From an optimization exercise on the open Yosys and OpenROAD flow, aimed at small area and a short achievable clock period; shortcuts taken in it are not production practice. Function was checked by simulation only, so behaviour that the tests miss may differ from the original.

`design.v`:
```
module advanced_hybrid_controller_fixed (
    input wire clk,
    input wire rst_n,
    input wire start,
    output reg done,
    output reg tile_start,
    input wire tile_done,
    output reg imc_mode,
    output reg simultaneous_rows,
    output reg [63:0] row_mask,
    input wire [15:0] zero_ops_skipped,
    input wire [15:0] total_ops_executed,
    input wire [15:0] imc_energy_savings,
    input wire [7:0] computation_snr,
    output reg dram_cmd_valid,
    output reg [1:0] dram_cmd_type,
    output reg [15:0] dram_cmd_addr,
    output reg [15:0] dram_write_data,
    output reg dram_accumulate_en,
    output reg [3:0] dram_bank_activate,
    output reg dram_simultaneous_access,
    output reg [1:0] precision_mode,
    output reg sparsity_optimize_en,
    output reg adaptive_imc_en,
    output reg [7:0] system_efficiency,
    output reg [15:0] total_energy_saved,
    output reg snr_too_low
);
    reg [3:0] state;
    reg [31:0] cycle_count;
    reg [15:0] total_skipped;
    reg [15:0] total_executed;
    reg [7:0] average_snr;
    reg [2:0] imc_aggressiveness;
    reg [15:0] temp_sparsity_ratio;
    reg start_prev;
    localparam SNR_THRESHOLD_LOW = 40;
    localparam SNR_THRESHOLD_HIGH = 80;
    localparam SPARSITY_THRESHOLD = 60;
    localparam S_IDLE = 0, S_LOAD = 1, S_ANALYZE = 2, S_IMC_COMPUTE = 3, 
               S_DIGITAL_COMPUTE = 4, S_DRAM_STORE = 5, S_ADAPT = 6, S_DONE = 7;
    always @(posedge clk or negedge rst_n) begin
        if (!rst_n) begin
            state <= S_IDLE;
            done <= 0;
            precision_mode <= 2'b10;
            sparsity_optimize_en <= 1;
            adaptive_imc_en <= 1;
            imc_aggressiveness <= 3'b100;
            total_energy_saved <= 0;
            system_efficiency <= 0;
            cycle_count <= 0;
            total_skipped <= 0;
            total_executed <= 0;
            average_snr <= 100;
            snr_too_low <= 0;
            start_prev <= 0;
            tile_start <= 0;
            imc_mode <= 0;
            simultaneous_rows <= 0;
            row_mask <= 64'b0;
            dram_cmd_valid <= 0;
            dram_cmd_type <= 0;
            dram_cmd_addr <= 0;
            dram_write_data <= 0;
            dram_accumulate_en <= 0;
            dram_bank_activate <= 0;
            dram_simultaneous_access <= 0;
        end else begin
            start_prev <= start;
            tile_start <= 0;
            dram_cmd_valid <= 0;
            case (state)
                S_IDLE: begin
                    done <= 0;
                    cycle_count <= 0;
                    total_skipped <= 0;
                    total_executed <= 0;
                    average_snr <= 100;
                    if (start) state <= S_LOAD;
                end
                S_LOAD: begin
                    dram_cmd_valid <= 1;
                    dram_cmd_type <= 2'b00;  
                    dram_cmd_addr <= 0;
                    dram_bank_activate <= 4'b1111;
                    state <= S_ANALYZE;
                end
                S_ANALYZE: begin
                    if ((total_skipped + total_executed) != 0)
                        temp_sparsity_ratio = (total_skipped * 100) / (total_skipped + total_executed);
                    else
                        temp_sparsity_ratio = 0;
                    if (adaptive_imc_en) begin
                        if (temp_sparsity_ratio > SPARSITY_THRESHOLD && average_snr > SNR_THRESHOLD_LOW) begin
                            imc_mode <= 1;
                            simultaneous_rows <= 1;
                            row_mask <= 64'hFFFFFFFFFFFFFFFF;
                            imc_aggressiveness <= 3'b111;
                            state <= S_IMC_COMPUTE;
                        end else if (temp_sparsity_ratio > 30 && average_snr > SNR_THRESHOLD_HIGH) begin
                            imc_mode <= 1;
                            simultaneous_rows <= 0;
                            row_mask <= 64'h00000000FFFFFFFF;
                            imc_aggressiveness <= 3'b011;
                            state <= S_IMC_COMPUTE;
                        end else begin
                            imc_mode <= 0;
                            state <= S_DIGITAL_COMPUTE;
                        end
                    end else begin
                        imc_mode <= 1;
                        state <= S_IMC_COMPUTE;
                    end
                    tile_start <= 1;
                end
                S_IMC_COMPUTE: begin
                    if (tile_done) begin
                        total_skipped <= total_skipped + zero_ops_skipped;
                        total_executed <= total_executed + total_ops_executed;
                        total_energy_saved <= total_energy_saved + imc_energy_savings;
                        average_snr <= (average_snr + computation_snr) >> 1;
                        snr_too_low <= (computation_snr < SNR_THRESHOLD_LOW);
                        if ((zero_ops_skipped + total_ops_executed) > 0) begin
                            system_efficiency <= (zero_ops_skipped * 100) / (zero_ops_skipped + total_ops_executed);
                        end
                        state <= S_DRAM_STORE;
                    end
                end
                S_DIGITAL_COMPUTE: begin
                    if (tile_done) begin
                        total_skipped <= total_skipped + zero_ops_skipped;
                        total_executed <= total_executed + total_ops_executed;
                        if ((zero_ops_skipped + total_ops_executed) > 0) begin
                            system_efficiency <= (zero_ops_skipped * 100) / (zero_ops_skipped + total_ops_executed);
                        end
                        state <= S_DRAM_STORE;
                    end
                end
                S_DRAM_STORE: begin
                    dram_cmd_valid <= 1;
                    dram_cmd_type <= 2'b01;  
                    dram_accumulate_en <= 1;
                    dram_simultaneous_access <= 1;
                    dram_bank_activate <= 4'b1111;
                    state <= S_ADAPT;
                end
                S_ADAPT: begin
                    if (snr_too_low) begin
                        if (precision_mode > 0) begin
                            precision_mode <= precision_mode - 1;
                        end else begin
                            adaptive_imc_en <= 0;
                        end
                    end
                    if (cycle_count > 10) begin
                        state <= S_DONE;
                    end else begin
                        state <= S_ANALYZE;
                    end
                    cycle_count <= cycle_count + 1;
                end
                S_DONE: begin
                    done <= 1;
                    if (!start && start_prev) begin
                        done <= 0;
                        state <= S_IDLE;
                    end
                end
            endcase
        end
    end
endmodule
```
`run.sh`:
```
#!/bin/bash
# synth_recipe.tcl (not shown) runs the flow's synth.tcl, then flattens the netlist and writes it again
# the make line also repeats each setting of config.mk as NAME=value (left out here)
make -C /OpenROAD-flow-scripts/flow DESIGN_CONFIG=/design/flow/config.mk WORK_HOME=/design/flow/orfs CLKGATE_MAP_FILE= SYNTH_SCRIPT=/design/flow/synth_recipe.tcl finish
```
`constraint.sdc`:
```
create_clock -name core_clock -period 130.0 [get_ports {clk}]
set_input_delay 26.0000 -clock core_clock [delete_from_list [all_inputs] [get_ports {clk}]]
set_output_delay 26.0000 -clock core_clock [all_outputs]
set_load 0.01 [all_outputs]
```
`config.mk`:
```
export PLATFORM = sky130hd
export DESIGN_NAME = advanced_hybrid_controller_fixed
export DESIGN_NICKNAME = advanced_hybrid_controller_fixed
export VERILOG_FILES = /design/flow/design.v
export SDC_FILE = /design/flow/constraint.sdc
export NUM_CORES = 4
export LEC_CHECK = 0
export CAP_MARGIN = 20
export CORE_MARGIN = 2
export CORE_UTILIZATION = 40
export SLEW_MARGIN = 20
```
==> run notes <==
through the flow:
| stage | cell area [um^2] | setup WS [ns] | utilization (%) |
|---|---|---|---|
| global route | 91210 | -0.3638 | 43.01 |
| global placement | 89900 | 4.091 | 42.39 |
| finish | 91230 | 6.694 | 43.01 |
| floorplan | 85490 | 3.317 | - |
| CTS | 90210 | 2.582 | 42.53 |
| detailed placement | 89910 | 2.669 | 42.39 |
placed cells by master, fill, tap and decap left out, types with 94 or more instances in the layout:
master           netlist  layout
inv_1                494     484
dfrtp_1              107     107
mux2i_1              129     125
or2_2                 93      94
a21oi_1             1190    1155
nor3_1               327     317
and2_1               117     117
mux2_2               243     243
xor2_1               334     328
nor2b_1              158     157
a21o_1               493     493
nand2b_1             219     215
a211oi_1              98      96
xnor2_1              712     703
a31oi_1              114     111
nor4_1               148     141
nand3_1              357     356
nand4_1              219     219
buf_4                118     343
o31ai_1              123     118
nor2_1              1240    1225
o21ai_0              718     712
nand2_1              953     947
o211ai_1             103     103
ha_1                1009    1005
clkdlybuf4s50_1        0     157
o21a_1               188     186
o21bai_1             155     154
per-layer routing:
layer | global-route usage [%] | part of all wire [%] | up-vias | routed length [um]
met5 | 0 | 0.0033 | - | 11
met4 | 11.28 | 4.7 | 2 | 15570
met3 | 1.795 | 5.4 | 692 | 18090
met2 | 49.54 | 46 | 3352 | 154000
met1 | 37.98 | 44 | 44750 | 145400
li1 | - | - | 45240 | -
kinds of logic (layout without fill, tap and decap cells):
family / Yosys count / after routing / share of synthesized area, %
AND/OR/NAND/NOR: 4477 / 4478 / 26.93
AO/OA/AOI/OAI: 4047 / 4047 / 31.92
XOR/XNOR: 1067 / 1067 / 11.19
adder cells (fa/ha/maj): 1047 / 1047 / 15.59
buffers and inverters: 950 / 1026 / 5.993
multiplexers: 393 / 393 / 5.080
flip-flops: 112 / 112 / 3.290
other: 2 / 43 / 0.008797
registers in the layout (all words and copies together), names as in the netlist, 2 cells and up:
signal,count
row_mask,2
total_energy_saved,16
average_snr,7
total_executed,16
precision_mode,2
system_efficiency,8
total_skipped,16
cycle_count,32
state,3
repair_timing:
action / 4_1_cts / 5_1_grt
gates resized for setup: 0 / 146
endpoints found under the hold margin: 0 / 0
endpoints found under the setup margin: 0 / 9
setup buffers: 0 / 47
final cells by class:
| class | count | share of cell area (%) |
|---|---|---|
| Antenna cell | 9 | 0.02469 |
| Clock buffer | 9 | 0.2469 |
| Clock inverter | 7 | 0.07955 |
| Inverter | 500 | 2.068 |
| Multi-Input combinational cell | 11070 | 85.94 |
| Sequential cell | 112 | 3.079 |
| Tap cell | 2821 | 3.869 |
| Timing Repair Buffer | 510 | 4.695 |
==> results.cfg <==
[run_status]
status = finished clean

[timing]
timing.final.crit_period_ns = 123.31
max_freq_mhz = 8.110
slew_headroom_pct = 25.55
slew_viol_final = 0
finalHoldViolCount = 0
setup_violations = 0
setup_tns_ns = 0
fin_skew_ns = 0.03330
post-route-period-util_pct = 94.85
worst_pin_slew_ns = 1.110
hold_ws_ns = 0.4929

[routing]
detail-route-antenna-nets = 0
dr.pass1.iters = 8
drc = 0
num_vias = 94030
dr.first_iter.drc_count = 7752
wl_um = 333000
post_drt_wl_per_cell_um = 22.15
via_per_inst = 6.255

[critical_path]
cp_max_fo = 21
cp-start-kind = primary input
rr_endpoint = row_mask[62]
r2r-start = total_skipped[2]
crit_start = zero_ops_skipped[2]
arrival_ns = 123.59
timing.reg2reg.setup_slack_ns = 9.54
endpoint = system_efficiency[0]
crit_type = in2reg
endpoint_kind = flip-flop
crit_family = compound AO/OA/AOI/OAI gates
rr_worst_depth = 566
crit_top_cell = a21o_1
max_stage_delay_ns = 0.74
critical-path-slowest-cell = or4b_2
crit_required_ns = 130.29
cp_num_cells = 540
critPathBufInv = 30

[cells_and_area]
drive_gt1_share_pct = 11.64
register_area_um2 = 2809
final_cells = 15030
nets = 13300
multi_input_comb_area_um2 = 78400
nFillCells = 21820
area_delta_synth_final_pct = 6.860

[power]
vdd.ir_drop.worst_v = 0.006870
p_comb_uw = 343000
power_density_nw_per_um2 = 3760
power_frac_comb_pct = 100.0
p_sw_share_pct = 57.47
p_leak_uw = 0.03908
p_int_uw = 145900
clock_power_share_pct = 0
powerClk_uw = 29.9
p_seq_share_pct = 0
switchingPower_uw = 197200
maxPowerGroup = combinational cells
p_seq_uw = 57.4
p_total_uw = 343000

[logic_synthesis]
ys.flop_type = dfrtp_1
syn-mean-instance-area_um2 = 7.058
ys_warn_count = 1
yosys.cell_count.top_type = nor2_1
synthCells = 12100
synth_cell_types = 201
async_flop_share_pct = 100.0
synth_top_area_share_pct = 14.79
synth-seq-cells = 112
synthTopCellsByCount = nor2_1, a21oi_1, ha_1
synth.largest_area_cell = ha_1
yosys-top-cells-area = ha_1, xnor2_1, a21oi_1
synth.yosys.seq_area_share_pct = 3.290
synthesis.area_um2 = 85370
synth_edf_count = 0

[die]
fp.dieW_um = 466.0
ios = 198
rows = 169
initial_core_util_pct = 40.25
core-area_um2 = 212100
die_h_um = 466.0
dieArea_um2 = 217100

[clock_network]
cts_root_buf = clkbuf_16
hold_buffers = 0
tritoncts = built
cts_sinks = 112
cts.clk_slew.worst_paths_ns = 0.11
clk_path_buf_depth = 2
clk_latency_ns = 0.40
cts-buffers-inserted = 9
htree_levels = 3

[min_path]
holdCritPathClass = reg2reg
hold_end = total_energy_saved[15]
min_from = total_energy_saved[15]
min_path_cells = 1

[global_routing]
grt_max_degree = 72
grt_pass1_wl_um = 511700
grtUsageTotal_pct = 29.01
antenna_found_initial = 14
grt_overflow = 0
grt_pass1_vias = 88970

[placement]
globalplace.congestion = 0.9883
placed_cells = 14960
place_hpwl_um = 271500
io_buffers = 163

[run]
maxCapViolations = 0

## re-timing with driven ports
The flow's constraints put no driver on any port. The routed layout listed below was extracted and timed again, unchanged, in two steps. Step 1, drivers: a clkbuf_16 drives clk and a buf_2 each remaining input, both assumed. Step 2 adds t to the input delays and takes it off the output delays; t is the mean of the earliest and latest rising clock arrival at the registers after step 1. Input paths then give back, and output paths get back, about the clock's delay inside the block. a / b / c = no drivers / after step 1 / after step 2; a / b = the first two.
t (ns): 0.437
setup WS [ns]: 6.694 / 6.713 / 6.276
worst setup path at the end: input to register
After both steps this run still meets setup and hold. The setup slack of this run moves by +0.019 ns with the drivers and by -0.418 ns with both steps.
